From an optimization exercise on the open Yosys and OpenROAD flow, aimed at small area, a short achievable clock period and few clock cycles; shortcuts taken in it are not production practice. RTL that was checked went through simulation tests only; none was proved equivalent to the original. No functional check of the RTL was part of runs 2 to 8. Power is estimated from default activity; no workload was simulated.

==> flow/design.v <==
module vsa16(clock, rst, PC,instruction,ALUOutput,datain,dataout,wr);
    input	  clock;		 
	input 	  rst;
    output [11:0] PC;			 
    input [15:0]  instruction;		 
    output [15:0] ALUOutput;		 
    input [15:0]  datain;		 
    output [15:0] dataout;		 
    output	  wr;
    reg [15:0]	  Registers[0:3];	 
    reg [11:0]	  PC;			 
    reg [11:0]	  NPC;			 
    reg [15:0]	  IR;			 
    reg [15:0]	  A;			 
    reg [15:0]	  B;			 
    reg [15:0]	  ALUOutput;		 
    reg		  Cond;			 
    reg [15:0]	  LMD;			 
    reg [2:0]	  State;		 
    integer	  i;			 
    wire [2:0]	  opcode = IR[2:0];
    wire [1:0]	  adFld1 = IR[4:3];
    wire [1:0]	  adFld2 = IR[6:5];
    wire [1:0]	  adFld3 = IR[8:7];
    wire [8:0]	  immFld = IR[15:7];
    wire [6:0]	  funFld = IR[15:9];
    parameter	  IF = 3'd0,		 
		  ID = 3'd1,		 
		  EX = 3'd2,		 
		  MEM = 3'd3,		 
		  WB = 3'd4;		 
    parameter	  LW    = 3'd0,
		  SW    = 3'd1,
		  BEQZ  = 3'd2,
		  ALUop = 3'd3,
		  ADDI  = 3'd4,
		  SUBI  = 3'd5;
    parameter	  ADD = 7'd0,
		  SUB = 7'd1,
		  AND = 7'd2,
		  OR  = 7'd3,
		  XOR = 7'd4,
		  SRL = 7'd5;
    wire	  memRef = opcode == LW || opcode == SW;
    wire	  regRegALU = opcode == ALUop;
    wire	  regImmALU = opcode == ADDI || opcode == SUBI;
    wire	  branch = opcode == BEQZ;
    wire [15:0]	  Imm = {{8{immFld[8]}},immFld[7:0]};
    assign dataout = B;
    assign wr = (State == MEM) & (opcode == SW);
    task initialize;
	begin
	for (i = 0; i < 4; i = i + 1)
	    Registers[i] = 16'd0;
	PC = 12'd0;
	NPC = 12'd0;
	IR = 16'd0;
	A = 16'd0;
	B = 16'd0;
	ALUOutput = 16'd0;
	Cond = 1'd0;
	LMD = 16'd0;
	State = IF;
    end  
	endtask
    always @ (posedge clock) begin
	if (rst) initialize;
	else begin
	case (State)
	  IF: begin
	      NPC = PC + 12'd2;
	      IR = instruction;
	  end  
	  ID: begin
	      A = Registers[adFld1];
	      B = Registers[adFld2];
	  end  
	  EX: begin
	      if (memRef) begin
		  ALUOutput = A + Imm;
	      end  
	      else if (regRegALU) begin
		  if (funFld == ADD)
		      ALUOutput = A + B;
		  else if (funFld == SUB)
		      ALUOutput = A - B;
		  else if (funFld == AND)
		      ALUOutput = A & B;
		  else if (funFld == OR)
		      ALUOutput = A | B;
		  else if (funFld == XOR)
		      ALUOutput = A ^ B;
		  else if (funFld == SRL)
		      ALUOutput = {1'd0,A[15:1]};
	      end  
	      else if (regImmALU) begin
		  if (opcode == ADDI)
		      ALUOutput = A + Imm;
		  else if (opcode == SUBI)
		      ALUOutput = A - Imm;
	      end  
	      else if (branch) begin
		  ALUOutput = {4'd0,NPC} + {Imm,1'b0};
		  Cond = A == 16'd0;
	      end  
	  end  
	  MEM: begin
	      if (memRef) begin
		  if (opcode == LW)
		      LMD = datain;
	      end  
	      if (branch) begin
		  if (Cond)
		      PC = ALUOutput[11:0];
		  else
		      PC = NPC;
	      end else begin
		  PC = NPC;
	      end  
	  end  
	  WB: begin
	      if (regRegALU) begin
		  if (adFld3 != 2'd0)
		      Registers[adFld3] = ALUOutput;
	      end else if (regImmALU) begin
		  if (adFld2 != 2'd0)
		      Registers[adFld2] = ALUOutput;
	      end else if (opcode == LW) begin
		  if (adFld2 != 2'd0)
		      Registers[adFld2] = LMD;
	      end
	  end  
	endcase  
	if (State == 3'd4)
	    State = 3'd0;
	else
	    State = State + 3'd1;
	end  
    end  
endmodule  
==> flow/run.sh <==
#!/bin/bash
# synth_recipe.tcl (not shown) runs the flow's synth.tcl, then flattens the netlist and writes it again
# the make line also repeats each setting of config.mk as NAME=value (left out here)
make -C /OpenROAD-flow-scripts/flow DESIGN_CONFIG=/design/flow/config.mk WORK_HOME=/design/flow/orfs CLKGATE_MAP_FILE= SYNTH_SCRIPT=/design/flow/synth_recipe.tcl finish
==> flow/config.mk <==
export PLATFORM = sky130hd
export DESIGN_NAME = vsa16
export DESIGN_NICKNAME = vsa16
export VERILOG_FILES = /design/flow/design.v
export SDC_FILE = /design/flow/constraint.sdc
export NUM_CORES = 4
export LEC_CHECK = 0
export CAP_MARGIN = 20
export CORE_MARGIN = 2
export CORE_UTILIZATION = 40
export SLEW_MARGIN = 20
==> flow/constraint.sdc <==
create_clock -name core_clock -period 7.0 [get_ports {clock}]
set_input_delay 1.4000 -clock core_clock [delete_from_list [all_inputs] [get_ports {clock}]]
set_output_delay 1.4000 -clock core_clock [all_outputs]
set_load 0.01 [all_outputs]
==> results.cfg, run 1 <==
[sta]
hold_viol_final = 0
finalClockSkew_ns = 0.00783
relSlewSlack = 0.228
rsz0062_at_grt = false
finalCriticalPeriod_ns = 3.97
finalCritPeriodShare = 0.568
finalSetupViolCount = 0
tns_ns = 0
worst_pin_slew_ns = 1.15
fmax_mhz = 252
drv_slew = 0
timing.hold.ws_ns = 0.456

[floorplanning]
ioPinCount = 79
initial_core_util = 0.405
die_area_um2 = 31200
coreArea_um2 = 29500
die_x_um = 177
rows = 63
die_h_um = 177

[finish]
fin_util = 0.458
fill_cells = 2927
area_growth_pct = 13.3
n_antenna_cell = 0
layout-drive-gt1-share = 0.0716
nets = 1617

[grt]
antenna_found_initial = 0
grt_overflow = 0
grt_pass1_vias = 10200
grt_max_degree = 96
grt_pass1_wl_mm = 59.7
track_usage = 0.249

[detailed_routing]
wl_met2_mm = 17.3
drc_errors = 0
top_layer_used = met4
antenna_left = 0
drtIter0Drc = 986
avgRoutedWirePerCell_um = 20.6
wirelength_met1_mm = 17.8
wl_mm = 38.8
vias_per_cell = 5.78
firstDrtPassIters = 5
vias = 10900
route.met3.wl_mm = 2.39

[yosys]
synth_nets = 1602
synthTopCellsByArea = dfxtp_1 (29%), ha_1 (10%), mux4_2 (6.0%)
yosysUniqueCellTypes = 75
synth-main-ff-cell = dfxtp_1
synth_edf_count = 0
syn-instance-count = 1468
synth_area_um2 = 11900
async_flop_share = 0
syn_area_per_cell_um2 = 8.13
yosys_register_bits = 172
ys_warn_count = 2
synth-seq-area-share = 0.289
synth_top_area_share = 0.289
yosys.area.top_type = dfxtp_1

[clock_network]
cts_buffers = 17
h-tree-depth = 4
clk_latency_ns = 0.44
ctsResizeCount = 0
cts_setup_buffers = 0
cts_tree = built
cts_buffer_depth = 2
cts_root_buf = clkbuf_16
clk_pin_slew_ns = 0.07
hold_buffers = 0
cts.sinks = 172

[pwr]
power_density_nw_per_um2 = 193
total_power_w = 0.00261
max-vdd-ir-drop_mv = 0.121
p_leak_nw = 4.95

[worst_setup_path]
crit_fanout = 27
path_common_cell = ha_1
cp.arrival_ns = 2.57
slowest_stage = ha_1
slowest_delay_ns = 0.75
cp-end-kind = output pin
critPathRequiredTime_ns = 5.60
setup.worst_path.start_class = flop
worstPathCellList = ha_1 -> ha_1 -> and3_1 -> clkdlybuf4s50_1
worst-setup-path-type = reg -> out

[placed_design]
place_congestion = 0.930
place_hpwl_mm = 28.8
numPortBuffers = 78

[status]
outcome = complete, no violations

[worst_hold_path]
hold_path.class = reg -> reg

[flow_run]
cap_violations = 0
-- stage by stage --
| step | setup slack (ns) | cell area, um2 | cells |
|---|---|---|---|
| 3_5_place_dp | 3.49 | 12900 | 1854 |
| 5_1_grt | 2.91 | 13500 | 1885 |
| 3_3_place_gp | 3.51 | 12900 | 1854 |
| 4_1_cts | 3.03 | 13500 | 1885 |
| 2_1_floorplan | 4.13 | 11900 | 1468 |
| 6_report | 3.03 | 13500 | 1885 |
-- layout by cell type, fill, tap and decap left out, types with 16 or more instances in the layout --
cell / instances
a211oi_1: 93
a21o_1: 16
a21oi_1: 140
buf_4: 18
clkbuf_16: 17
clkdlybuf4s50_1: 77
dfxtp_1: 172
ha_1: 95
inv_1: 73
mux2i_1: 37
mux4_2: 32
nand2_1: 182
nand3_1: 19
nor2_1: 143
nor2b_1: 27
nor3_1: 21
o21ai_0: 56
xnor2_1: 42
xor2_1: 17
-- worst max-delay path: cells and delay by family, from the launching register on --
family	cells	cell delay, ns
adders and majority gates	2	0.92
buffers and inverters	1	0.53
DFF	1	0.39
and+or+nand+nor	1	0.29
-- path summary, 6_finish.rpt --
path	end	cells after the start	start	slack (ns)
worst min-delay path	LMD[0]	2	LMD[0]	0.46
worst max-delay path	wr	4	State[0]	3.03
worst max register to register	ALUOutput[15]	10	IR[15]	3.42
worst min register to register	LMD[0]	2	LMD[0]	0.46
-- kinds of logic after synthesis --
logic type	count (synthesis)	share of synthesized area
and+or+nand+nor	459	0.171
AOI/OAI and AO/OA	429	0.234
buffers and inverters	175	0.0589
DFF	172	0.289
adders and majority gates	100	0.108
muxes	74	0.0965
xor gates and xnor gates	59	0.0433
-- cell type report --
| type | count | area (um2) | area share |
|---|---|---|---|
| multi-input cells | 1121 | 7820 | 0.578 |
| flip-flops and latches | 172 | 3440 | 0.255 |
| repair buffers | 95 | 906 | 0.0670 |
| well taps | 390 | 488 | 0.0361 |
| clock buffers | 21 | 470 | 0.0348 |
| inverters | 76 | 285 | 0.0211 |
| clock inverters | 10 | 106 | 0.00787 |
-- flip-flops by register name, indices dropped and copies added, names as in the netlist --
| name | count |
|---|---|
| A | 16 |
| ALUOutput | 16 |
| B | 16 |
| Cond | 1 |
| IR | 16 |
| LMD | 16 |
| NPC | 12 |
| PC | 12 |
| Registers | 64 |
| State | 3 |
-- routing by layer --
metal | GRT usage | vias to the layer above
met5 | 0 | -
met1 | 0.338 | 5200
li1 | - | 5259
met2 | 0.391 | 360
met4 | 0.0975 | 0
met3 | 0.0447 | 78
-- cells in the mapped netlist (4+ instances only) --
cell type / n
mux2i_1: 37
o21ai_0: 56
mux4_2: 32
o211ai_1: 10
inv_1: 73
buf_2: 19
o21bai_1: 12
o21ai_1: 14
and3_1: 9
clkbuf_1: 67
nor2_1: 143
dfxtp_1: 172
a21oi_1: 143
nand4_1: 5
xor2_1: 17
nor3_1: 21
a211oi_1: 93
o31ai_1: 10
nor3b_1: 5
o21a_1: 5
fa_1: 5
a221oi_1: 7
nand3_1: 19
nand2_1: 183
nor2b_1: 29
a22oi_1: 4
and2_1: 5
o22ai_1: 5
nor4_1: 10
ha_1: 95
nand2b_1: 15
or3_1: 5
a21o_1: 16
a32o_1: 5
o2111ai_1: 4
xnor2_1: 42
a31oi_1: 10
buf_1: 10
-- power by group --
part           internal (W)  total, W  leakage [nW]  switching [W]
Clock              0.000523  0.000945         0.282       0.000421
Combinational      0.000220  0.000570          3.27       0.000350
Sequential          0.00102   0.00110          1.39      0.0000805
Total               0.00176   0.00261          4.95       0.000852
Testbench counts, summed over its fixed seeds: cycles 111,786.
==> run 2, diff against run 1 <==
==> flow/design.v (replaced) <==
module vsa16(clock, rst, PC, instruction, ALUOutput, datain, dataout, wr);
    input         clock;
    input         rst;
    output [11:0] PC;
    input  [15:0] instruction;
    output [15:0] ALUOutput;
    input  [15:0] datain;
    output [15:0] dataout;
    output        wr;
    reg [10:0] pc_q;                 
    reg [15:0] R1, R2, R3;           
    reg [15:0] xa;                   
    reg [15:0] xb;                   
    reg        xc;                   
    reg [2:0]  xf;                   
    reg        x_we;                 
    reg        x_ld;                 
    reg [1:0]  x_rd;
    reg        wr;                   
    reg [1:0]  x_rs2;                
    assign PC = {pc_q, 1'b0};
    wire [15:0] sum = xa + xb + {15'd0, xc};
    assign ALUOutput = sum;
    reg [15:0] res;
    always @(*) begin
        case (xf)
            3'd2: res = xa & xb;
            3'd3: res = xa | xb;
            3'd4: res = xa ^ xb;
            3'd5: res = {1'b0, xa[15:1]};
            default: res = sum;
        endcase
    end
    wire [15:0] wdata = x_ld ? datain : res;
    reg [15:0] sd;
    always @(*) begin
        case (x_rs2)
            2'd1: sd = R1;
            2'd2: sd = R2;
            2'd3: sd = R3;
            default: sd = 16'd0;
        endcase
    end
    assign dataout = sd;
    wire [2:0]  op  = instruction[2:0];
    wire [1:0]  rs1 = instruction[4:3];
    wire [1:0]  rs2 = instruction[6:5];
    wire [1:0]  rd  = instruction[8:7];
    wire [2:0]  fn  = instruction[11:9];    
    wire [15:0] imm = {{7{instruction[15]}}, instruction[15:7]};
    wire is_lw   = op == 3'd0;
    wire is_sw   = op == 3'd1;
    wire is_beqz = op == 3'd2;
    wire is_rr   = op == 3'd3;
    wire is_addi = op == 3'd4;
    wire is_subi = op == 3'd5;
    wire fwd1 = x_we && x_rd == rs1;
    wire fwd2 = x_we && x_rd == rs2;
    reg [15:0] A, B;
    always @(*) begin
        if (fwd1) A = wdata;
        else case (rs1)
            2'd1: A = R1;
            2'd2: A = R2;
            2'd3: A = R3;
            default: A = 16'd0;
        endcase
        if (fwd2) B = wdata;
        else case (rs2)
            2'd1: B = R1;
            2'd2: B = R2;
            2'd3: B = R3;
            default: B = 16'd0;
        endcase
    end
    wire        sub  = is_subi | (is_rr & fn == 3'd1);
    wire [15:0] op2  = is_rr ? B : imm;
    wire [2:0]  f    = (is_rr && fn > 3'd1) ? fn : 3'd0;
    wire [1:0] dest = is_rr ? rd : ((is_lw | is_addi | is_subi) ? rs2 : 2'd0);
    wire        taken = is_beqz & (A == 16'd0);
    wire [10:0] npc   = pc_q + 11'd1;
    wire [10:0] tpc   = pc_q + 11'd1 + imm[10:0];
    always @(posedge clock) begin
        xa    <= A;
        xb    <= sub ? ~op2 : op2;
        xc    <= sub;
        xf    <= f;
        x_ld  <= is_lw;
        x_rd  <= dest;
        x_rs2 <= rs2;
        if (rst) begin
            pc_q <= 11'd0;
            x_we <= 1'b0;
            wr   <= 1'b0;
        end else begin
            pc_q <= taken ? tpc : npc;
            x_we <= dest != 2'd0;
            wr   <= is_sw;
        end
    end
    always @(posedge clock) begin
        if (rst) begin
            R1 <= 16'd0;
            R2 <= 16'd0;
            R3 <= 16'd0;
        end else if (x_we) begin
            if (x_rd == 2'd1) R1 <= wdata;
            if (x_rd == 2'd2) R2 <= wdata;
            if (x_rd == 2'd3) R3 <= wdata;
        end
    end
endmodule
--- a/flow/config.mk
+++ b/flow/config.mk
@@ -7,2 +7,3 @@
 export LEC_CHECK = 0
+export ABC_AREA = 1
 export CAP_MARGIN = 20
@@ -10,2 +11,3 @@
 export CORE_UTILIZATION = 40
+export SETUP_SLACK_MARGIN = 3.4
 export SLEW_MARGIN = 20
==> run 2 against run 1 <==
Still clean on timing, DRC and antenna. Sequential share of layout area fell by 3.0 points. Core utilization grew 3.0 points. First-iteration DRC count shrank 31%. Die area down 35%. Critical path type unchanged. Critical endpoint is now ALUOutput[14].
==> results.cfg, run 2 <==
[flow_run]
cap_violations = 0

[pwr]
max-vdd-ir-drop_mv = 0.113
seqPwrFrac = 0.384
p_switching_w = 0.000602
p_int_w = 0.00107
swShare = 0.360
clkPwrFrac = 0.283
power_density_nw_per_um2 = 182
p_leak_nw = 4.49
combPwrFrac = 0.333

[worst_setup_path]
rr_endpoint = pc_q[2]
rr_worst_depth = 20
crit_fanout = 3
worst-path-stages = 13
slowest_stage = dfxtp_4
critPathRequiredTime_ns = 5.60
crit_start = xa[0]
worstPathCellList = fa_2 -> inv_2 -> fa_2 -> inv_2 -> nand2_2 -> nand2_2 -> nand3_4 -> nand2_4 -> nand2_2 -> nand2_1 -> nand2_1 -> nand2_1 -> buf_2
worstReg2RegStart = xa[0]
worst-setup-path-type = reg -> out
reg2reg_slack_ns = 4.00
cpLargestDelayFamily = adder cells
setup.worst_path.start_class = flop
worstSetupEndpoint = ALUOutput[14]
worst-path-buf-inv = 3
slowest_delay_ns = 0.36
cp.arrival_ns = 2.11
cp-end-kind = output pin

[sta]
hold_viol_final = 0
relSlewSlack = 0.300
rsz0062_at_grt = true
finalSetupViolCount = 0
finalCriticalPeriod_ns = 3.51
drv_slew = 0
tns_ns = 0
worst_pin_slew_ns = 1.05
fmax_mhz = 285
finalCritPeriodShare = 0.502
finalClockSkew_ns = 0.0116

[grt]
grt_pass1_wl_mm = 39.7
track_usage = 0.248
antenna_found_initial = 0
grt_pass1_vias = 7337
grt_max_degree = 53
grt_overflow = 0

[placed_design]
place_congestion = 0.941
place_hpwl_mm = 18.9
numPortBuffers = 77

[status]
outcome = complete, no violations

[floorplanning]
initial_core_util = 0.408
die_h_um = 142
die_x_um = 142
ioPinCount = 79
rows = 50
coreArea_um2 = 18800
die_area_um2 = 20300

[clock_network]
clk_pin_slew_ns = 0.07
clk_latency_ns = 0.35
cts_buffers = 9
h-tree-depth = 3
cts_tree = built
cts_buffer_depth = 2
cts_root_buf = clkbuf_16
cts.sinks = 102

[yosys]
synth_edf_count = 0
synth_commonest_cells = nand2_1 (285), inv_1 (233), a21oi_1 (110)
yosysMostFrequentCell = nand2_1
yosys_register_bits = 102
yosysUniqueCellTypes = 43
async_flop_share = 0
synthTopCellsByArea = dfxtp_1 (27%), nand2_1 (14%), inv_1 (11%)
synth-main-ff-cell = dfxtp_1
synth_nets = 1305
syn-instance-count = 1225
ys_warn_count = 1
synth_top_area_share = 0.267
yosys.area.top_type = dfxtp_1
synth_area_um2 = 7660
synth-seq-area-share = 0.267
syn_area_per_cell_um2 = 6.25

[detailed_routing]
wl_mm = 25.1
drc_errors = 0
firstDrtPassIters = 6
vias_per_cell = 5.27
vias = 8045
antenna_left = 0
wirelength_met1_mm = 12.2
route.met3.wl_mm = 1.52
top_layer_used = met4
avgRoutedWirePerCell_um = 16.5
wl_met2_mm = 11.0
drtIter0Drc = 680

[finish]
final_common_cell = nand2_1
area_growth_pct = 19.7
fin_util = 0.488
layout-drive-gt1-share = 0.0921
layout_common_cells = nand2_1 (271), inv_1 (228), a21oi_1 (107)
n_antenna_cell = 0
nets = 1368

[worst_hold_path]
hold_start = R3[0]
hold_path.class = reg -> reg
## run 2: cell types whose count changed in the layout (fill, tap and decap cells not counted), sizes merged, moves of 32 or more
cell    previous run  this run
inv               79       237
nand2            183       290
a211oi            94         0
dfxtp            172       102
ha                95        43
nand3             20        71
nor2             145        94
xnor2             42         4
a21oi            145       111
mux2i             37         4
mux4              32         0
## run 2: power by group through the flow
stage          Combinational [W]  Clock (W)  Sequential, W
5_1_grt                 0.000618   0.000500       0.000646
6_report                0.000556   0.000472       0.000642
2_1_floorplan           0.000325          0       0.000648
3_3_place_gp            0.000513          0       0.000654
4_1_cts                 0.000536   0.000483       0.000642
3_5_place_dp            0.000515          0       0.000655
## run 2: cell families after synthesis
| family | synth area share |
|---|---|
| simple gates | 0.266 |
| buf+inv | 0.146 |
| compound gates | 0.196 |
| flops | 0.267 |
| fa+ha+maj | 0.0781 |
| xor+xnor | 0.0412 |
| mux | 0.00523 |
| other cells | 0.000490 |
## run 2: layer usage
| layer | global-route usage | up-vias |
|---|---|---|
| li1 | - | 4062 |
| met1 | 0.366 | 3648 |
| met2 | 0.382 | 305 |
| met3 | 0.0353 | 30 |
| met4 | 0.0532 | 0 |
| met5 | 0 | - |
## run 2: stage by stage
stage	instances	total power, W	hold slack [ns]	setup WS (ns)	instance area, um2
2_1_floorplan	1225	0.000973	0.505	3.97	7660
3_3_place_gp	1502	0.00117	0.528	2.68	8550
3_5_place_dp	1502	0.00117	0.533	2.58	8550
4_1_cts	1522	0.00166	0.555	3.19	9040
5_1_grt	1526	0.00176	0.594	3.34	9170
6_report	1526	0.00167	0.552	3.49	9170
## run 2: final cells by class
class / count / area, um2
flip-flops and latches: 102 / 2060
fillers: 2024 / 9600
clock buffers: 12 / 246
repair buffers: 92 / 885
clock inverters: 3 / 21.3
well taps: 234 / 293
multi-input cells: 840 / 4740
inverters: 243 / 918
## run 2: tightest hold or removal path: stages (launching register included)
cell	delay [ns]
dfxtp_1	0.33
o21ai_0	0.09
a21oi_1	0.11
## run 2: timing repair
action	CTS	global route
resized for setup	59	52
hold buffers	0	0
pin swaps	7	10
cloned	0	1
setup buffers	5	3
endpoints found under the setup margin	41	44
## run 2: worst min path at each step
stage / slack, ns / cells past startpoint / endpoint
6_report: 0.55 / 2 / R3[0]
5_1_grt: 0.59 / 2 / R3[0]
4_1_cts: 0.55 / 2 / R3[0]
3_5_place_dp: 0.53 / 2 / R3[0]
3_3_place_gp: 0.53 / 2 / R3[1]
2_1_floorplan: 0.50 / 2 / R1[0]
==> run 3, diff against run 2 <==
--- a/flow/config.mk
+++ b/flow/config.mk
@@ -11,3 +11,3 @@
 export CORE_UTILIZATION = 40
-export SETUP_SLACK_MARGIN = 3.4
+export SETUP_SLACK_MARGIN = 4.0
 export SLEW_MARGIN = 20
==> run 3 against run 2 <==
Critical path depth unchanged. Critical endpoint unchanged. Die area stayed put. Largest power group is now combinational logic. Still clean on timing, DRC and antenna. Maximum frequency grew 0.13%.
==> results.cfg, run 3 <==
[worst_setup_path]
worst-setup-path-type = reg -> out
crit_fanout = 3
cp-end-kind = output pin
crit_start = xc
critPathRequiredTime_ns = 5.60
setup.worst_path.start_class = flop
cp.arrival_ns = 2.11
worstReg2RegStart = xc

[detailed_routing]
wl_met2_mm = 11.7
vias_per_cell = 5.23
antenna_left = 0
drtIter0Drc = 609
wl_mm = 25.9
route.met3.wl_mm = 1.53
avgRoutedWirePerCell_um = 16.5
top_layer_used = met4
firstDrtPassIters = 6
vias = 8192
drc_errors = 0
wirelength_met1_mm = 12.2

[placed_design]
place_congestion = 0.879
postPlaceCellArea_um2 = 8560
place_hpwl_mm = 18.8
place_ws_ns = 2.52
numPortBuffers = 77

[yosys]
async_flop_share = 0
ys_warn_count = 1
synth-main-ff-cell = dfxtp_1
synth_nets = 1305
synth_edf_count = 0
synth-seq-area-share = 0.267
yosysMostFrequentCell = nand2_1
yosys.area.top_type = dfxtp_1
synth_area_um2 = 7660
syn_area_per_cell_um2 = 6.25
synth_top_area_share = 0.267
syn-instance-count = 1225
synth_commonest_cells = nand2_1 (285), inv_1 (233), a21oi_1 (110)
yosysUniqueCellTypes = 43
yosys_register_bits = 102
synthTopCellsByArea = dfxtp_1 (27%), nand2_1 (14%), inv_1 (11%)

[grt]
grt_pass1_wl_mm = 40.0
grt_overflow = 0
grt_max_degree = 53
antenna_found_initial = 0
track_usage = 0.253
grt_pass1_vias = 7486

[flow_run]
cap_violations = 0

[floorplanning]
die_h_um = 142
ioPinCount = 79
rows = 50
coreArea_um2 = 18800
initial_core_util = 0.408
die_x_um = 142
die_area_um2 = 20300

[pwr]
p_switching_w = 0.000646
swShare = 0.351
clkPwrFrac = 0.287
p_int_w = 0.00120
max-vdd-ir-drop_mv = 0.126
combPwrFrac = 0.362
p_leak_nw = 4.85
power_density_nw_per_um2 = 184
seqPwrFrac = 0.350

[sta]
finalClockSkew_ns = 0.0114
relSlewSlack = 0.276
drv_slew = 0
rsz0062_at_grt = true
finalCritPeriodShare = 0.501
tns_ns = 0
finalSetupViolCount = 0
worst_pin_slew_ns = 1.08
hold_viol_final = 0
finalCriticalPeriod_ns = 3.51
fmax_mhz = 285
finalWorstSetupSlack_ns = 3.49

[finish]
fin_area_um2 = 9980
final_common_cell = nand2_1
area_growth_pct = 30.4
regArea_um2 = 2080
n_antenna_cell = 0
layout-drive-gt1-share = 0.190
layout_common_cells = nand2_1 (245), inv_1 (221), a21oi_1 (101)
nets = 1408
fill_cells = 1908
multi_input_area_um2 = 5170

[clock_network]
clk_pin_slew_ns = 0.07
clk_latency_ns = 0.36
cts.sinks = 102
cts_root_buf = clkbuf_16
cts_tree = built
cts_buffers = 9
h-tree-depth = 3
cts_buffer_depth = 2
hold_buffers = 0

[worst_hold_path]
hold_path.class = reg -> reg
hold_start = R3[1]

[status]
outcome = complete, no violations
[run 3: cell counts after synthesis]
Identical to the previous run, type by type.
[run 3: kinds of logic (layout without fill, tap and decap cells)]
family                   count (synthesis)  count (layout)  share of synthesized area
buffers and inverters                  283             390                      0.146
XOR/XNOR                                36              36                     0.0412
AO/OA/AOI/OAI                          264             264                      0.196
adder cells (fa/ha/maj)                 46              46                     0.0781
AND/OR/NAND/NOR                        489             489                      0.266
flip-flops                             102             102                      0.267
other                                    1               1                   0.000490
multiplexers                             4               4                    0.00523
[run 3: worst paths after layout]
check / to / slack (ns) / depth (start not counted)
setup / recovery: ALUOutput[14] / 3.49 / 13
hold / removal: R3[1] / 0.55 / 2
setup reg to reg: pc_q[8] / 3.65 / 26
hold reg to reg: R3[1] / 0.55 / 2
[run 3: per-layer routing]
layer / global-route usage / up-vias
li1: - / 4138
met3: 0.0306 / 41
met4: 0.0730 / 0
met1: 0.358 / 3745
met2: 0.405 / 268
met5: 0 / -
[run 3: cell type report]
| cell class | instances | area share |
|---|---|---|
| Timing Repair Buffer | 132 | 0.121 |
| Multi-Input combinational cell | 840 | 0.518 |
| Inverter | 243 | 0.0929 |
| Clock buffer | 10 | 0.0229 |
| Tap cell | 234 | 0.0293 |
| Sequential cell | 102 | 0.208 |
| Clock inverter | 5 | 0.00752 |
[run 3: through the flow]
| step | cells | total power (W) | util | hold slack, ns |
|---|---|---|---|---|
| finish | 1566 | 0.00184 | 0.532 | 0.548 |
| CTS | 1558 | 0.00181 | 0.521 | 0.553 |
| global route | 1566 | 0.00194 | 0.532 | 0.588 |
| floorplan | 1225 | 0.000975 | - | 0.505 |
| global placement | 1501 | 0.00117 | 0.456 | 0.530 |
| detailed placement | 1501 | 0.00117 | 0.456 | 0.537 |
[run 3: timing repair]
item / 4_1_cts / 5_1_grt
hold endpoints to repair: 0 / 0
buffers inserted: 41 / 8
gates cloned: 1 / 0
pin swaps: 34 / 27
gates resized for setup: 256 / 58
setup endpoints to repair: 66 / 58
[run 3: power groups by stage]
stage	logic, W	clock network [W]	registers, W
after CTS	0.000622	0.000539	0.000644
final	0.000667	0.000529	0.000645
after detailed placement	0.000514	0	0.000656
after global placement	0.000514	0	0.000656
after global routing	0.000732	0.000561	0.000649
after floorplan	0.000327	0	0.000648
[run 3: worst max-delay path, cell delays in order (launching register included)]
cell     delay, ns
dfxtp_2       0.33
fa_2          0.42
inv_2         0.07
fa_2          0.22
inv_4         0.05
nand2_4       0.07
nand2_4       0.05
nand3_4       0.07
nand2_4       0.07
nand2_2       0.08
nand2_1       0.05
nand2_1       0.09
nand2_2       0.05
buf_6         0.11
==> run 4, diff against run 3 <==
--- a/flow/design.v
+++ b/flow/design.v
@@ -21,3 +21,4 @@
     assign PC = {pc_q, 1'b0};
-    wire [15:0] sum = xa + xb + {15'd0, xc};
+    wire [16:0] sum17 = {xa, xc} + {xb, xc};
+    wire [15:0] sum = sum17[16:1];
     assign ALUOutput = sum;
==> flow/flow/run.sh (new file) <==
#!/bin/bash
# Standard ORFS layout (the standard.sh, unchanged synthesis), with two
# placement/sizing settings changed:
#  - port buffers are plain buf cells instead of the platform's default
#    delay-buffer choice;
#  - the resizer may swap cells across footprints (MATCH_CELL_FOOTPRINT=0),
#    so port buffers and other cells can be sized to the timing they see.
# Every tool's output is in orfs/logs/ (one log per ORFS step); make's own
# output is in flow_make.log.
set -euo pipefail
bash standard.sh MATCH_CELL_FOOTPRINT=0 \
  "BUFFER_PORTS_ARGS=-buffer_cell sky130_fd_sc_hd__buf_1" \
  finish > flow_make.log 2>&1
==> flow/standard.sh (new file) <==
#!/bin/bash
# synth_recipe.tcl (not shown) runs the flow's synth.tcl, then flattens the netlist and writes it again
# the make line also repeats each setting of config.mk as NAME=value (left out here)
make -C /OpenROAD-flow-scripts/flow DESIGN_CONFIG=/design/flow/config.mk WORK_HOME=/design/flow/orfs CLKGATE_MAP_FILE= SYNTH_SCRIPT=/design/flow/synth_recipe.tcl "${@:-finish}"
--- a/flow/config.mk
+++ b/flow/config.mk
@@ -11,3 +11,3 @@
 export CORE_UTILIZATION = 40
-export SETUP_SLACK_MARGIN = 4.0
+export SETUP_SLACK_MARGIN = 3.4
 export SLEW_MARGIN = 20
removed: flow/run.sh
==> run 4 against run 3 <==
Sequential share of layout area increased by 3.2 points. Worst hold slack got worse by 0.0032 ns. Combinational power decreased by 26%. Final area decreased by 14%. Clock-buffer cell count increased by 3. Critical path type unchanged. Final cell count decreased by 3.1%. Clock power decreased by 3%. Largest power group is now sequential cells. Critical path depth decreased by 4. Worst setup slack improved by 0.027 ns.
==> results.cfg, run 4 <==
[floorplanning]
rows = 50
ioPinCount = 79
coreArea_um2 = 18600
initial_core_util = 0.406
die_area_um2 = 20100
die_x_um = 142
die_h_um = 142

[detailed_routing]
drc_errors = 0
antenna_left = 0
wl_mm = 23.7
avgRoutedWirePerCell_um = 15.6
drtIter0Drc = 495
firstDrtPassIters = 5
vias = 7795
vias_per_cell = 5.14

[worst_setup_path]
rr_endpoint = pc_q[8]
cp-end-kind = output pin
reg2reg_slack_ns = 3.86
worst-setup-path-type = reg -> out
crit_fanout = 6
worstReg2RegStart = xf[2]
cp.arrival_ns = 2.08
setup.worst_path.start_class = flop
rr_worst_depth = 11
critPathRequiredTime_ns = 5.60

[grt]
grt_pass1_vias = 6957
grt_pass1_wl_mm = 37.2
antenna_found_initial = 0
grt_overflow = 0
track_usage = 0.235
grt_max_degree = 44

[clock_network]
cts_buffer_depth = 2
clk_pin_slew_ns = 0.07
cts.sinks = 102
h-tree-depth = 3
cts_root_buf = clkbuf_16
clk_latency_ns = 0.35
cts_tree = built
cts_buffers = 9

[pwr]
p_leak_nw = 4.19
total_power_w = 0.00165
max-vdd-ir-drop_mv = 0.122
power_density_nw_per_um2 = 193

[yosys]
async_flop_share = 0
syn-instance-count = 1219
synth_area_um2 = 7570
yosys.area.top_type = dfxtp_1
synth-seq-area-share = 0.270
synth_top_area_share = 0.270
yosysMostFrequentCell = nand2_1
synth_nets = 1299
synth-main-ff-cell = dfxtp_1
yosys_register_bits = 102
yosysUniqueCellTypes = 39
synth_commonest_cells = nand2_1 (295), inv_1 (231), dfxtp_1 (102)
synthTopCellsByArea = dfxtp_1 (27%), nand2_1 (15%), inv_1 (11%)
ys_warn_count = 1
synth_edf_count = 0
syn_area_per_cell_um2 = 6.21

[sta]
worst_pin_slew_ns = 0.997
hold_viol_final = 0
tns_ns = 0
finalSetupViolCount = 0
finalCriticalPeriod_ns = 3.48
drv_slew = 0
finalCritPeriodShare = 0.497
relSlewSlack = 0.335
rsz0062_at_grt = false
fmax_mhz = 287
finalClockSkew_ns = 0.0103

[worst_hold_path]
min_delay_worst_endpoint = R1[1]
hold_path.class = reg -> reg
hold_path_depth = 2
hold_start = R1[1]

[placed_design]
place_hpwl_mm = 18.2
place_congestion = 0.888
numPortBuffers = 77

[status]
outcome = complete, no violations

[finish]
layout-drive-gt1-share = 0.0678
layout_common_cells = nand2_1 (289), inv_1 (230), dfxtp_1 (94)
area_growth_pct = 12.8
final_common_cell = nand2_1
n_antenna_cell = 0
nets = 1359

[flow_run]
cap_violations = 0
## run 4: timing repair
action | in CTS | in global routing
endpoints found under the setup margin | 14 | 21
pin swaps | 1 | 3
cloned | 1 | 0
resized for setup | 12 | 37
setup buffers | 1 | 2
hold buffers | 0 | 0
## run 4: logic make-up (layout without fill, tap and decap cells)
group           Yosys count  in the layout  synth area share
flops                   102            102             0.270
other cells               1              1          0.000495
xor+xnor                 37             37            0.0428
simple gates            504            505             0.276
buf+inv                 277            341             0.141
mux                       3              3           0.00397
fa+ha+maj                46             46            0.0780
compound gates          249            249             0.188
## run 4: where the power goes
part	internal (W)	switching, W	total [W]
logic	0.000158	0.000333	0.000491
registers	0.000615	0.0000294	0.000644
clock network	0.000297	0.000218	0.000514
total	0.00107	0.000580	0.00165
## run 4: area by class of cell
| class | instances | area (um2) |
|---|---|---|
| multi-input cells | 841 | 4620 |
| flip-flops and latches | 102 | 2050 |
| clock inverters | 3 | 42.5 |
| fillers | 2062 | 10100 |
| clock buffers | 13 | 260 |
| inverters | 239 | 901 |
| well taps | 234 | 293 |
| repair buffers | 86 | 373 |
## run 4: worst max path at each step
stage	depth (start not counted)	to	slack (ns)	start
3_3_place_gp	16	pc_q[5]	2.75	instruction[3]
3_5_place_dp	15	pc_q[7]	2.54	instruction[3]
5_1_grt	14	ALUOutput[14]	3.40	xa[1]
4_1_cts	12	ALUOutput[15]	3.41	xc
6_report	9	ALUOutput[11]	3.52	xa[7]
2_1_floorplan	15	pc_q[5]	3.88	instruction[3]
## run 4: per-layer routing
layer | track usage | routed length [um] | vias up
met4 | 0.0721 | 431 | 0
li1 | - | - | 4024
met3 | 0.0375 | 1490 | 30
met5 | 0 | 0 | -
met2 | 0.358 | 10200 | 240
met1 | 0.341 | 11500 | 3501
## run 4: critical path, cell delays in order (launching register included)
cell	delay, ns
dfxtp_1	0.37
inv_1	0.06
ha_1	0.40
nand2_1	0.13
nor2_2	0.17
nand4_1	0.19
nand3_1	0.12
nand2_1	0.07
nand2_1	0.07
buf_1	0.15
## run 4: stage by stage
step	std cells	instance area (um2)	setup WS, ns	hold slack (ns)	utilization
floorplan	1219	7570	3.88	0.505	-
global placement	1498	8030	2.75	0.527	0.431
detailed placement	1498	8030	2.54	0.530	0.431
CTS	1516	8390	3.41	0.546	0.450
global route	1518	8540	3.40	0.562	0.458
finish	1518	8540	3.52	0.545	0.458
==> run 5, diff against run 4 <==
--- a/flow/config.mk
+++ b/flow/config.mk
@@ -11,3 +11,3 @@
 export CORE_UTILIZATION = 40
-export SETUP_SLACK_MARGIN = 3.4
+export SETUP_SLACK_MARGIN = 3.6
 export SLEW_MARGIN = 20
==> run 5 against run 4 <==
Combinational power rose by 6.7%. Core utilization rose by 1.4 points. Sequential power barely moved. Critical endpoint is now ALUOutput[15]. Largest cell class unchanged. Highest routed layer unchanged.
==> results.cfg, run 5 <==
[yosys]
async_flop_share = 0
synth_edf_count = 0
yosysMostFrequentCell = nand2_1
synthTopCellsByArea = dfxtp_1 (27%), nand2_1 (15%), inv_1 (11%)
synth-main-ff-cell = dfxtp_1
synth_nets = 1299
synth_commonest_cells = nand2_1 (295), inv_1 (231), dfxtp_1 (102)
syn_area_per_cell_um2 = 6.21
syn-instance-count = 1219
synth_area_um2 = 7570
synth_top_area_share = 0.270
yosys_register_bits = 102
yosysUniqueCellTypes = 39
synth-seq-area-share = 0.270
yosys.area.top_type = dfxtp_1
ys_warn_count = 1

[clock_network]
h-tree-depth = 3
cts_buffers = 9
cts.sinks = 102
cts_tree = built
clk_latency_ns = 0.36
clk_pin_slew_ns = 0.06
hold_buffers = 0
cts_buffer_depth = 2
cts_root_buf = clkbuf_16

[finish]
nets = 1369
n_antenna_cell = 0
layout_common_cells = nand2_1 (277), inv_1 (222), o21ai_0 (89), a21oi_1 (89), nor2_1 (87)
final_common_cell = nand2_1
area_growth_pct = 16.2
regArea_um2 = 2070
fill_cells = 2013
layout-drive-gt1-share = 0.112
multi_input_area_um2 = 4780

[sta]
hold_viol_final = 0
relSlewSlack = 0.325
fmax_mhz = 296
finalWorstSetupSlack_ns = 3.62
finalCritPeriodShare = 0.483
finalCriticalPeriod_ns = 3.38
finalSetupViolCount = 0
rsz0062_at_grt = true
finalClockSkew_ns = 0.0108
drv_slew = 0
tns_ns = 0
worst_pin_slew_ns = 1.01
timing.hold.ws_ns = 0.549

[floorplanning]
initial_core_util = 0.406
coreArea_um2 = 18600
die_x_um = 142
die_area_um2 = 20100
rows = 50
ioPinCount = 79
die_h_um = 142

[worst_setup_path]
reg2reg_slack_ns = 3.86
critPathRequiredTime_ns = 5.60
setup.worst_path.start_class = flop
crit_fanout = 3
cp-end-kind = output pin
worst-setup-path-type = reg -> out
cp.arrival_ns = 1.98

[grt]
grt_pass1_wl_mm = 38.0
grt_max_degree = 44
grt_overflow = 0
antenna_found_initial = 0
track_usage = 0.240
grt_pass1_vias = 7150

[placed_design]
numPortBuffers = 77
place_congestion = 0.888
place_ws_ns = 2.54
place_hpwl_mm = 18.2

[detailed_routing]
drc_errors = 0
wl_mm = 24.2
avgRoutedWirePerCell_um = 15.8
antenna_left = 0
vias_per_cell = 5.21
vias = 7954
firstDrtPassIters = 5
drtIter0Drc = 562

[pwr]
p_leak_nw = 4.28
power_density_nw_per_um2 = 191
max-vdd-ir-drop_mv = 0.123

[worst_hold_path]
hold_path.class = reg -> reg

[status]
outcome = complete, no violations

[flow_run]
cap_violations = 0
## run 5: path summary, 6_finish.rpt
kind | start | to | depth (start not counted)
setup / recovery | xc | ALUOutput[15] | 12
hold / removal | R3[1] | R3[1] | 2
setup reg to reg | xf[2] | pc_q[8] | 11
hold reg to reg | R3[1] | R3[1] | 2
## run 5: layout make-up
type	instances	area share
Tap cell	234	0.0333
Multi-Input combinational cell	841	0.543
Timing Repair Buffer	95	0.0515
Timing Repair inverter	1	0.000569
Inverter	239	0.102
Clock buffer	13	0.0296
Clock inverter	3	0.00484
Sequential cell	102	0.235
## run 5: what timing repair did
item                                    CTS  global route
buffers inserted                          6             6
endpoints found under the hold margin     0             0
cloned                                    1             1
resized for setup                        61            46
pin swaps                                 6            14
endpoints found under the setup margin   21            34
## run 5: cells by family (layout without fill, tap and decap cells)
logic type | after synthesis | count (layout) | synth area share
xor+xnor | 37 | 37 | 0.0428
other cells | 1 | 1 | 0.000495
flops | 102 | 102 | 0.270
simple gates | 504 | 505 | 0.276
fa+ha+maj | 46 | 46 | 0.0780
mux | 3 | 3 | 0.00397
compound gates | 249 | 249 | 0.188
buf+inv | 277 | 351 | 0.141
## run 5: metal layers
layer | up-vias | GRT usage | share of wire | wire, um
met4 | 0 | 0.0742 | 0.021 | 516
met1 | 3615 | 0.345 | 0.48 | 11700
li1 | 4043 | - | - | -
met3 | 40 | 0.0385 | 0.062 | 1500
met5 | - | 0 | 0 | 0
met2 | 256 | 0.367 | 0.43 | 10500
## run 5: critical path, stage by stage (launching register included)
cell and delay (ns):
dfxtp_2 0.36, inv_2 0.05, fa_2 0.40, inv_2 0.07, nand2_2 0.06, nand2_2 0.10
nand3_2 0.08, nand2_2 0.11, nand3_2 0.07, nand2_1 0.06, nand2_1 0.06, nand2_1 0.08
buf_2 0.13
## run 5: per-stage QoR
| step | total power [W] | instances | cell area (um2) | util |
|---|---|---|---|---|
| 4_1_cts | 0.00167 | 1521 | 8650 | 0.464 |
| 3_5_place_dp | 0.00111 | 1498 | 8030 | 0.431 |
| 2_1_floorplan | 0.000965 | 1219 | 7570 | - |
| 6_report | 0.00168 | 1528 | 8800 | 0.472 |
| 5_1_grt | 0.00178 | 1528 | 8800 | 0.472 |
| 3_3_place_gp | 0.00111 | 1498 | 8030 | 0.431 |
## run 5: report_power, final
| part | leakage [nW] | switching, W | internal [W] |
|---|---|---|---|
| clock network | 0.146 | 0.000218 | 0.000297 |
| logic | 3.30 | 0.000347 | 0.000177 |
| registers | 0.840 | 0.0000300 | 0.000616 |
==> run 6, diff against run 5 <==
--- a/flow/config.mk
+++ b/flow/config.mk
@@ -11,3 +11,3 @@
 export CORE_UTILIZATION = 40
-export SETUP_SLACK_MARGIN = 3.6
+export SETUP_SLACK_MARGIN = 3.8
 export SLEW_MARGIN = 20
==> run 6 against run 5 <==
Total power grew 7.5%. Worst setup slack lost 0.024 ns. Worst hold slack lost 0.0039 ns. Global-route usage grew 0.56 points. Maximum frequency shrank 0.70%. Clock power is essentially flat. Critical path depth is the same. Via count grew 3.2%. Critical endpoint is now ALUOutput[10]. Final area grew 10%. Synthesized cell count is the same.
==> results.cfg, run 6 <==
[status]
outcome = complete, no violations

[worst_hold_path]
hold_path.class = reg -> reg
hold_path_depth = 2

[pwr]
combPwrFrac = 0.358
max-vdd-ir-drop_mv = 0.122
seqPwrFrac = 0.358
p_switching_w = 0.000658
clkPwrFrac = 0.284
p_leak_nw = 4.74
p_int_w = 0.00115
power_density_nw_per_um2 = 187
swShare = 0.363
total_power_w = 0.00181

[sta]
drv_slew = 0
finalWorstSetupSlack_ns = 3.59
rsz0062_at_grt = true
finalCritPeriodShare = 0.487
tns_ns = 0
finalCriticalPeriod_ns = 3.41
finalSetupViolCount = 0
finalClockSkew_ns = 0.0109
relSlewSlack = 0.307
fmax_mhz = 293
worst_pin_slew_ns = 1.04
hold_viol_final = 0

[finish]
area_growth_pct = 28.2
fin_util = 0.521
nets = 1408
layout_common_cells = nand2_1 (232), inv_1 (208), o21ai_0 (86)
final-instance-count-excl-fill = 1567
n_antenna_cell = 0
final_common_cell = nand2_1
layout-drive-gt1-share = 0.223

[clock_network]
cts_root_buf = clkbuf_16
clk_latency_ns = 0.35
cts_tree = built
clk_pin_slew_ns = 0.07
h-tree-depth = 3
cts.sinks = 102
cts_buffers = 9
cts_buffer_depth = 2

[grt]
antenna_found_initial = 0
track_usage = 0.245
grt_overflow = 0
grt_pass1_wl_mm = 39.0
grt_pass1_vias = 7385
grt_max_degree = 44

[yosys]
syn_area_per_cell_um2 = 6.21
synth_nets = 1299
synth-seq-area-share = 0.270
ys_warn_count = 1
synthTopCellsByArea = dfxtp_1 (27%), nand2_1 (15%), inv_1 (11%)
yosys.area.top_type = dfxtp_1
synth-main-ff-cell = dfxtp_1
syn-instance-count = 1219
synth_edf_count = 0
yosysUniqueCellTypes = 39
synth_commonest_cells = nand2_1 (295), inv_1 (231), dfxtp_1 (102)
async_flop_share = 0
synth_area_um2 = 7570
yosysMostFrequentCell = nand2_1
synth_top_area_share = 0.270
yosys_register_bits = 102

[detailed_routing]
drc_errors = 0
drtIter0Drc = 606
vias = 8210
antenna_left = 0
firstDrtPassIters = 5
avgRoutedWirePerCell_um = 16.4
vias_per_cell = 5.24
wl_mm = 25.7

[floorplanning]
coreArea_um2 = 18600
die_x_um = 142
die_h_um = 142
initial_core_util = 0.406
rows = 50
die_area_um2 = 20100
ioPinCount = 79

[worst_setup_path]
cp.arrival_ns = 2.01
worst-path-buf-inv = 3
slowest_delay_ns = 0.35
worst-path-stages = 12
crit_fanout = 6
worstPathCellList = inv_2 -> ha_4 -> nand2_2 -> nand2_2 -> nand2_1 -> nand2_1 -> nand2_2 -> nand3_2 -> nand2_2 -> and2_4 -> inv_2 -> buf_6
path_common_cell = nand2_2
cpLargestDelayFamily = simple AND/OR/NAND/NOR gates
setup.worst_path.start_class = flop
critPathRequiredTime_ns = 5.60
cp-end-kind = output pin
rr_worst_depth = 20
worst-setup-path-type = reg -> out
slowest_stage = dfxtp_2

[placed_design]
dpl.cell_count = 1498
place_congestion = 0.888
numPortBuffers = 77
place_hpwl_mm = 18.2
place_ws_ns = 2.54

[flow_run]
cap_violations = 0
==> run 6: path summary, 6_finish.rpt <==
check                           start       endpoint  slack, ns
worst min register to register  R1[1]          R1[1]       0.55
worst max register to register  xa[3]        pc_q[6]       3.95
worst min-delay path            R1[1]          R1[1]       0.55
worst max-delay path            xa[3]  ALUOutput[10]       3.59
==> run 6: metrics by stage <==
| stage | hold WS (ns) | cell area, um2 |
|---|---|---|
| after floorplan | 0.505 | 7570 |
| after global placement | 0.527 | 8030 |
| after detailed placement | 0.530 | 8030 |
| after CTS | 0.546 | 9090 |
| after global routing | 0.562 | 9710 |
| final | 0.545 | 9710 |
==> run 6: worst min-delay path: stages, from the launching register on <==
cell and delay, ns:
dfxtp_1 0.33, o21ai_0 0.08, a21oi_1 0.10
==> run 6: layout make-up <==
class,count,area (um2)
sequential,102,2080
tap,234,293
clock buffer,13,260
timing repair buffer,134,832
clock inverter,3,42.5
fill,1889,8930
multi-input combinational,841,5280
timing repair inverter,1,5.00
inverter,239,917
==> run 6: layer usage <==
metal | vias to the layer above | part of all wire | track usage
li1 | 4119 | - | -
met1 | 3731 | 0.46 | 0.347
met2 | 316 | 0.45 | 0.383
met3 | 44 | 0.072 | 0.0398
met4 | 0 | 0.023 | 0.0763
met5 | - | 0 | 0
==> run 6: logic make-up (layout without fill, tap and decap cells) <==
group	Yosys count	in the layout	share of synthesized area
and+or+nand+nor	504	505	0.276
buffers and inverters	277	390	0.141
AOI/OAI and AO/OA	249	249	0.188
DFF	102	102	0.270
adders and majority gates	46	46	0.0780
xor gates and xnor gates	37	37	0.0428
muxes	3	3	0.00397
other	1	1	0.000495
==> run 6: repair_timing <==
item                                    CTS  global route
endpoints found under the setup margin   38            49
pin swaps                                35            60
hold buffers                              0             0
gates resized for setup                 161           133
setup buffers                            30            20
gates cloned                              2             1
endpoints found under the hold margin     0             0
==> run 6: power by group through the flow <==
stage          clock network (W)  registers (W)  logic, W
2_1_floorplan                  0       0.000649  0.000316
3_3_place_gp                   0       0.000656  0.000454
3_5_place_dp                   0       0.000657  0.000455
4_1_cts                 0.000525       0.000645  0.000554
5_1_grt                 0.000546       0.000652  0.000708
6_report                0.000514       0.000648  0.000649
==> run 7, diff against run 6 <==
--- a/flow/config.mk
+++ b/flow/config.mk
@@ -7,3 +7,3 @@
 export LEC_CHECK = 0
-export ABC_AREA = 1
+export ABC_AREA = 0
 export CAP_MARGIN = 20
@@ -11,3 +11,3 @@
 export CORE_UTILIZATION = 40
-export SETUP_SLACK_MARGIN = 3.8
+export SETUP_SLACK_MARGIN = 3.5
 export SLEW_MARGIN = 20
==> run 7 against run 6 <==
Area after synthesis down 2.0%. Final cell count down 21%. Total power down 0.60%. Clock-buffer cell count down 1. Largest power group is now sequential cells.
==> results.cfg, run 7 <==
[clock_network]
clk_pin_slew_ns = 0.07
cts_buffers = 9
cts.sinks = 102
h-tree-depth = 3
cts_buffer_depth = 2
cts_root_buf = clkbuf_16
clk_latency_ns = 0.35
cts_tree = built
hold_buffers = 0

[status]
outcome = complete, no violations

[worst_setup_path]
critPathRequiredTime_ns = 5.60
cp-end-kind = output pin
rr_worst_depth = 15
setup.worst_path.start_class = flop
crit_start = xb[0]
worstReg2RegStart = xb[0]
worst-setup-path-type = reg -> out
crit_fanout = 3
cp.arrival_ns = 2.46

[yosys]
yosysUniqueCellTypes = 74
synth_top_area_share = 0.275
yosys.area.top_type = dfxtp_1
synth-seq-area-share = 0.275
synth_nets = 1002
ys_warn_count = 1
yosys_register_bits = 102
synth_edf_count = 0
synthTopCellsByArea = dfxtp_1 (28%), mux2_2 (8.0%), ha_1 (7.4%)
async_flop_share = 0
syn-instance-count = 922
synth_commonest_cells = dfxtp_1 (102), a21oi_1 (87), nand2_1 (83)
synth-main-ff-cell = dfxtp_1
yosysMostFrequentCell = dfxtp_1
syn_area_per_cell_um2 = 8.05
synth_area_um2 = 7420

[finish]
final-instance-count-excl-fill = 1242
fill_cells = 1720
layout_common_cells = dfxtp_1 (91), nand2_1 (81), nor2_1 (74), a21oi_1 (74), buf_1 (61)
nets = 1089
multi_input_area_um2 = 5510
fin_util = 0.513
area_growth_pct = 25.1
final_common_cell = dfxtp_1
n_antenna_cell = 0
layout-drive-gt1-share = 0.258
fin_area_um2 = 9280
regArea_um2 = 2060

[pwr]
swShare = 0.345
clkPwrFrac = 0.280
max-vdd-ir-drop_mv = 0.134
combPwrFrac = 0.360
p_leak_nw = 3.56
seqPwrFrac = 0.360
p_switching_w = 0.000621
p_int_w = 0.00118
power_density_nw_per_um2 = 194

[sta]
finalSetupViolCount = 0
drv_slew = 0
relSlewSlack = 0.338
timing.hold.ws_ns = 0.485
finalClockSkew_ns = 0.00726
hold_viol_final = 0
finalCritPeriodShare = 0.552
worst_pin_slew_ns = 0.993
rsz0062_at_grt = true
fmax_mhz = 259
tns_ns = 0
finalCriticalPeriod_ns = 3.86

[detailed_routing]
avgRoutedWirePerCell_um = 19.4
firstDrtPassIters = 5
vias_per_cell = 5.81
drc_errors = 0
antenna_left = 0
drtIter0Drc = 537
wl_mm = 24.1
vias = 7217

[flow_run]
cap_violations = 0

[floorplanning]
die_area_um2 = 19700
coreArea_um2 = 18100
rows = 49
ioPinCount = 79
initial_core_util = 0.410
die_x_um = 140
die_h_um = 140

[grt]
grt_pass1_wl_mm = 36.5
track_usage = 0.233
grt_overflow = 0
grt_max_degree = 65
grt_pass1_vias = 6380
antenna_found_initial = 0

[placed_design]
place_congestion = 0.900
numPortBuffers = 77
dpl.cell_count = 1169
place_hpwl_mm = 16.8
postPlaceCellArea_um2 = 7880

[worst_hold_path]
hold_start = R1[2]
hold_path_depth = 2
hold_path.class = reg -> reg
[run 7: cell types whose count changed after synthesis, moves of 24 or more]
cell      previous run  this run
nand2_1            295        83
inv_1              231        45
o21ai_0             90        36
mux2_2               0        53
nand3_1             64        23
a211oi_1             0        35
o221ai_1            32         3
xnor2_1              3        32
clkbuf_1            26        50
[run 7: metrics by stage]
step,worst slack [ns],power (W)
floorplan,3.28,0.00100
global placement,2.01,0.00114
detailed placement,1.91,0.00115
CTS,3.07,0.00174
global route,3.06,0.00188
finish,3.14,0.00180
[run 7: repair_timing]
action | 4_1_cts | 5_1_grt
cloned | 1 | 2
pin swaps | 28 | 30
hold endpoints to repair | 0 | 0
gates resized for setup | 113 | 55
buffers inserted | 29 | 26
setup endpoints to repair | 34 | 33
[run 7: cell families after synthesis]
kind of cell               share of synthesized area
other                                       0.000506
buffers and inverters                         0.0644
and+or+nand+nor                                0.157
muxes                                         0.0953
adders and majority gates                     0.0796
DFF                                            0.275
xor gates and xnor gates                      0.0626
AOI/OAI and AO/OA                              0.265
[run 7: path summary, 6_finish.rpt]
kind | slack, ns | to
max | 3.14 | ALUOutput[7]
min | 0.49 | R1[2]
min reg2reg | 0.49 | R1[2]
max reg2reg | 3.51 | pc_q[10]
[run 7: cell type report]
class                      count  share of cell area
clock buffer                  12              0.0266
clock inverter                 3             0.00485
inverter                      45              0.0182
multi-input combinational    702               0.594
sequential                   102               0.222
tap                          229              0.0309
timing repair buffer         149               0.104
[run 7: layer usage]
layer	track usage	routed length [um]
met1	0.352	11600
met2	0.336	10400
met3	0.0318	1390
met4	0.0819	650
met5	0	0
[run 7: power by group through the flow]
stage	sequential (W)	combinational, W	clock [W]
6_report	0.000648	0.000648	0.000504
3_5_place_dp	0.000659	0.000487	0
4_1_cts	0.000647	0.000580	0.000509
5_1_grt	0.000651	0.000695	0.000534
2_1_floorplan	0.000647	0.000355	0
3_3_place_gp	0.000659	0.000486	0
[run 7: critical path, cell delays in order (launching register included)]
cell and delay, ns:
dfxtp_2 0.32, inv_2 0.07, fa_2 0.21, and2b_2 0.24, o2111ai_4 0.24, a21oi_4 0.12
buf_4 0.15, buf_6 0.11, or3_4 0.36, and2_1 0.16, clkbuf_2 0.12
==> run 8, diff against run 7 <==
==> flow/flow/run.sh (replaced) <==
#!/bin/bash
# Standard ORFS layout (the standard.sh, unchanged register set), with
# these settings changed on make's command line:
#  - port buffers are plain buf cells instead of the platform's default
#    delay-buffer choice;
#  - the resizer may swap cells across footprints (MATCH_CELL_FOOTPRINT=0),
#    so port buffers and other cells can be sized to the timing they see;
#  - SYNTH_OPERATIONS_ARGS=-nofsm
# Every tool's output is in orfs/logs/ (one log per ORFS step); make's own
# output is in flow_make.log.
set -euo pipefail
bash standard.sh MATCH_CELL_FOOTPRINT=0 \
  "BUFFER_PORTS_ARGS=-buffer_cell sky130_fd_sc_hd__buf_1" \
  SYNTH_OPERATIONS_ARGS=-nofsm \
  finish > flow_make.log 2>&1
--- a/flow/config.mk
+++ b/flow/config.mk
@@ -7,3 +7,3 @@
 export LEC_CHECK = 0
-export ABC_AREA = 0
+export ABC_AREA = 1
 export CAP_MARGIN = 20
==> run 8 against run 7 <==
Still clean. First-iteration DRC count grew 21%. Worst setup slack gained 0.030 ns. Total power shrank 7.3%. Clock skew grew 0.0036 ns. Final area shrank 8.1%. Critical path type unchanged. Largest cell class unchanged.
==> results.cfg, run 8 <==
[worst_setup_path]
rr_worst_depth = 25
crit_fanout = 2
worstReg2RegStart = xc
worst-setup-path-type = reg -> out
cp-end-kind = output pin
slowest_stage = fa_2
setup.worst_path.start_class = flop
cp.arrival_ns = 2.43
worstPathCellList = fa_2 -> nand2_2 -> nand2_2 -> nand3_2 -> nand2_2 -> inv_2 -> o21bai_4 -> a31o_4 -> fa_2 -> xor2_2 -> buf_2
reg2reg_slack_ns = 3.45
worst-path-buf-inv = 2
rr_endpoint = pc_q[8]
critPathRequiredTime_ns = 5.60
cpLargestDelayFamily = adder cells
slowest_delay_ns = 0.39
path_common_cell = nand2_2

[sta]
finalClockSkew_ns = 0.0109
finalCritPeriodShare = 0.548
relSlewSlack = 0.376
worst_pin_slew_ns = 0.934
tns_ns = 0
rsz0062_at_grt = true
finalSetupViolCount = 0
hold_viol_final = 0
finalCriticalPeriod_ns = 3.83
fmax_mhz = 261
drv_slew = 0

[pwr]
p_leak_nw = 3.96
max-vdd-ir-drop_mv = 0.0992
power_density_nw_per_um2 = 196

[detailed_routing]
vias_per_cell = 5.09
drtIter0Drc = 648
drc_errors = 0
firstDrtPassIters = 5
vias = 7054
wl_mm = 21.9
avgRoutedWirePerCell_um = 15.8
antenna_left = 0

[finish]
n_antenna_cell = 0
final-instance-count-excl-fill = 1385
area_growth_pct = 18.3
nets = 1244
layout_common_cells = nand2_1 (211), inv_1 (172), dfxtp_1 (80)
fill_cells = 1845
fin_util = 0.478
layout-drive-gt1-share = 0.164
fin_area_um2 = 8530
final_common_cell = nand2_1

[yosys]
synth_nets = 1159
ys_warn_count = 1
yosys.area.top_type = dfxtp_1
syn-instance-count = 1066
synthTopCellsByArea = dfxtp_1 (28%), nand2_1 (12%), inv_1 (9.6%)
synth_commonest_cells = nand2_1 (230), inv_1 (185), dfxtp_1 (102)
synth_area_um2 = 7210
syn_area_per_cell_um2 = 6.76
synth_top_area_share = 0.283
async_flop_share = 0
synth_edf_count = 0
yosysMostFrequentCell = nand2_1
synth-seq-area-share = 0.283
yosys_register_bits = 102
synth-main-ff-cell = dfxtp_1
yosysUniqueCellTypes = 45

[placed_design]
dpl.cell_count = 1342
numPortBuffers = 77
place_congestion = 0.896
place_hpwl_mm = 16.0
postPlaceCellArea_um2 = 7630

[clock_network]
h-tree-depth = 3
cts_buffers = 9
clk_latency_ns = 0.35
cts_root_buf = clkbuf_16
cts_buffer_depth = 2
clk_pin_slew_ns = 0.07
cts_tree = built
cts.sinks = 102

[status]
outcome = complete, no violations

[floorplanning]
die_h_um = 138
initial_core_util = 0.404
die_x_um = 138
die_area_um2 = 19100
rows = 49
coreArea_um2 = 17800
ioPinCount = 79

[worst_hold_path]
hold_path_depth = 2
min_delay_worst_endpoint = R2[2]
hold_start = R2[2]
hold_path.class = reg -> reg

[grt]
grt_pass1_wl_mm = 35.0
grt_pass1_vias = 6570
antenna_found_initial = 0
grt_overflow = 0
track_usage = 0.227
grt_max_degree = 33

[flow_run]
cap_violations = 0
[run 8: worst max-delay path by stage]
| stage | startpoint | end | slack, ns | depth (start not counted) |
|---|---|---|---|---|
| final | xc | ALUOutput[14] | 3.17 | 11 |
| after global routing | xc | ALUOutput[14] | 3.08 | 11 |
| after CTS | xc | ALUOutput[14] | 3.14 | 11 |
| after detailed placement | xa[4] | pc_q[3] | 3.09 | 23 |
| after global placement | xa[4] | pc_q[8] | 3.10 | 23 |
| after floorplan | xa[2] | ALUOutput[14] | 3.50 | 10 |
[run 8: kinds of logic (layout without fill, tap and decap cells)]
group,after synthesis,in the layout,synth area share
simple gates,397,400,0.237
compound gates,239,239,0.191
buf+inv,236,323,0.134
flops,102,102,0.283
fa+ha+maj,59,59,0.116
xor+xnor,32,32,0.0389
other cells,1,1,0.000520
[run 8: layout make-up]
cell class              instances  area (um2)  share of cell area
clock inverters                 4        45.0             0.00528
well taps                     229         287              0.0336
repair buffers                108         564              0.0662
flip-flops and latches        102        2080               0.244
multi-input cells             731        4540               0.532
clock buffers                  12         256              0.0301
inverters                     199         762              0.0893
[run 8: power by group]
group | switching (W) | internal [W] | total [W]
combinational | 0.000313 | 0.000192 | 0.000505
sequential | 0.0000319 | 0.000617 | 0.000649
clock | 0.000220 | 0.000295 | 0.000516
[run 8: metrics by stage]
stage               setup slack (ns)  total power [W]  hold WS, ns
floorplan                       3.50         0.000939        0.505
global placement                3.10          0.00106        0.519
detailed placement              3.09          0.00107        0.528
CTS                             3.14          0.00164        0.548
global route                    3.08          0.00176        0.589
finish                          3.17          0.00167        0.545
[run 8: tightest hold or removal path: cells and delay by family (launching register included)]
kind / cells / cell delay, ns
flops: 1 / 0.32
compound gates: 2 / 0.19
[run 8: layer usage]
layer | up-vias | part of all wire | global-route usage
met5 | - | 0 | 0
met4 | 0 | 0.023 | 0.0800
met3 | 40 | 0.056 | 0.0253
met2 | 237 | 0.44 | 0.350
met1 | 3179 | 0.48 | 0.329
li1 | 3598 | - | -
[run 8: timing repair]
action | 4_1_cts | 5_1_grt
hold buffers | 0 | 0
gates resized for setup | 76 | 46
setup endpoints to repair | 23 | 31
hold endpoints to repair | 0 | 0
pin swaps | 25 | 18
setup buffers | 15 | 9
cloned | 3 | 0

## separate check: timing with driven ports
Ports are ideal in the flow. The routed layouts listed here were re-timed in OpenROAD.
Step 1 sets driving cells, clkbuf_16 on the clock port and buf_2 on the other inputs (assumed; they add their load-dependent delay and slew).
Step 2 times the ports against the registers' clock, not the clock port: input delays grow and output delays shrink by t, the midpoint of the rising clock arrivals with the driver on.
Slacks: ideal / step 1 / step 2; pairs: ideal / step 1.
run	t, ns	slack for setup (ns)	worst hold slack (ns)
run 1	0.487	3.026 / 2.976 / 3.417	0.456 / 0.456 / 0.456
run 2	0.390	3.487 / 3.445 / 3.145	0.552 / 0.552 / 0.552
run 3	0.402	3.492 / 3.444 / 3.491	0.548 / 0.548 / 0.548
run 4	0.387	3.519 / 3.483 / 3.294	0.545 / 0.545 / 0.545
run 5	0.387	3.616 / 3.579 / 3.374	0.549 / 0.549 / 0.549
run 6	0.385	3.593 / 3.556 / 3.396	0.545 / 0.545 / 0.545
run 7	0.390	3.136 / 3.095 / 2.985	0.485 / 0.485 / 0.485
run 8	0.394	3.166 / 3.120 / 3.214	0.545 / 0.545 / 0.545
After both steps every run listed still meets setup and hold. For run 2, which loses most, drivers alone change the setup slack by -0.042 ns; drivers and shift together by -0.342 ns.
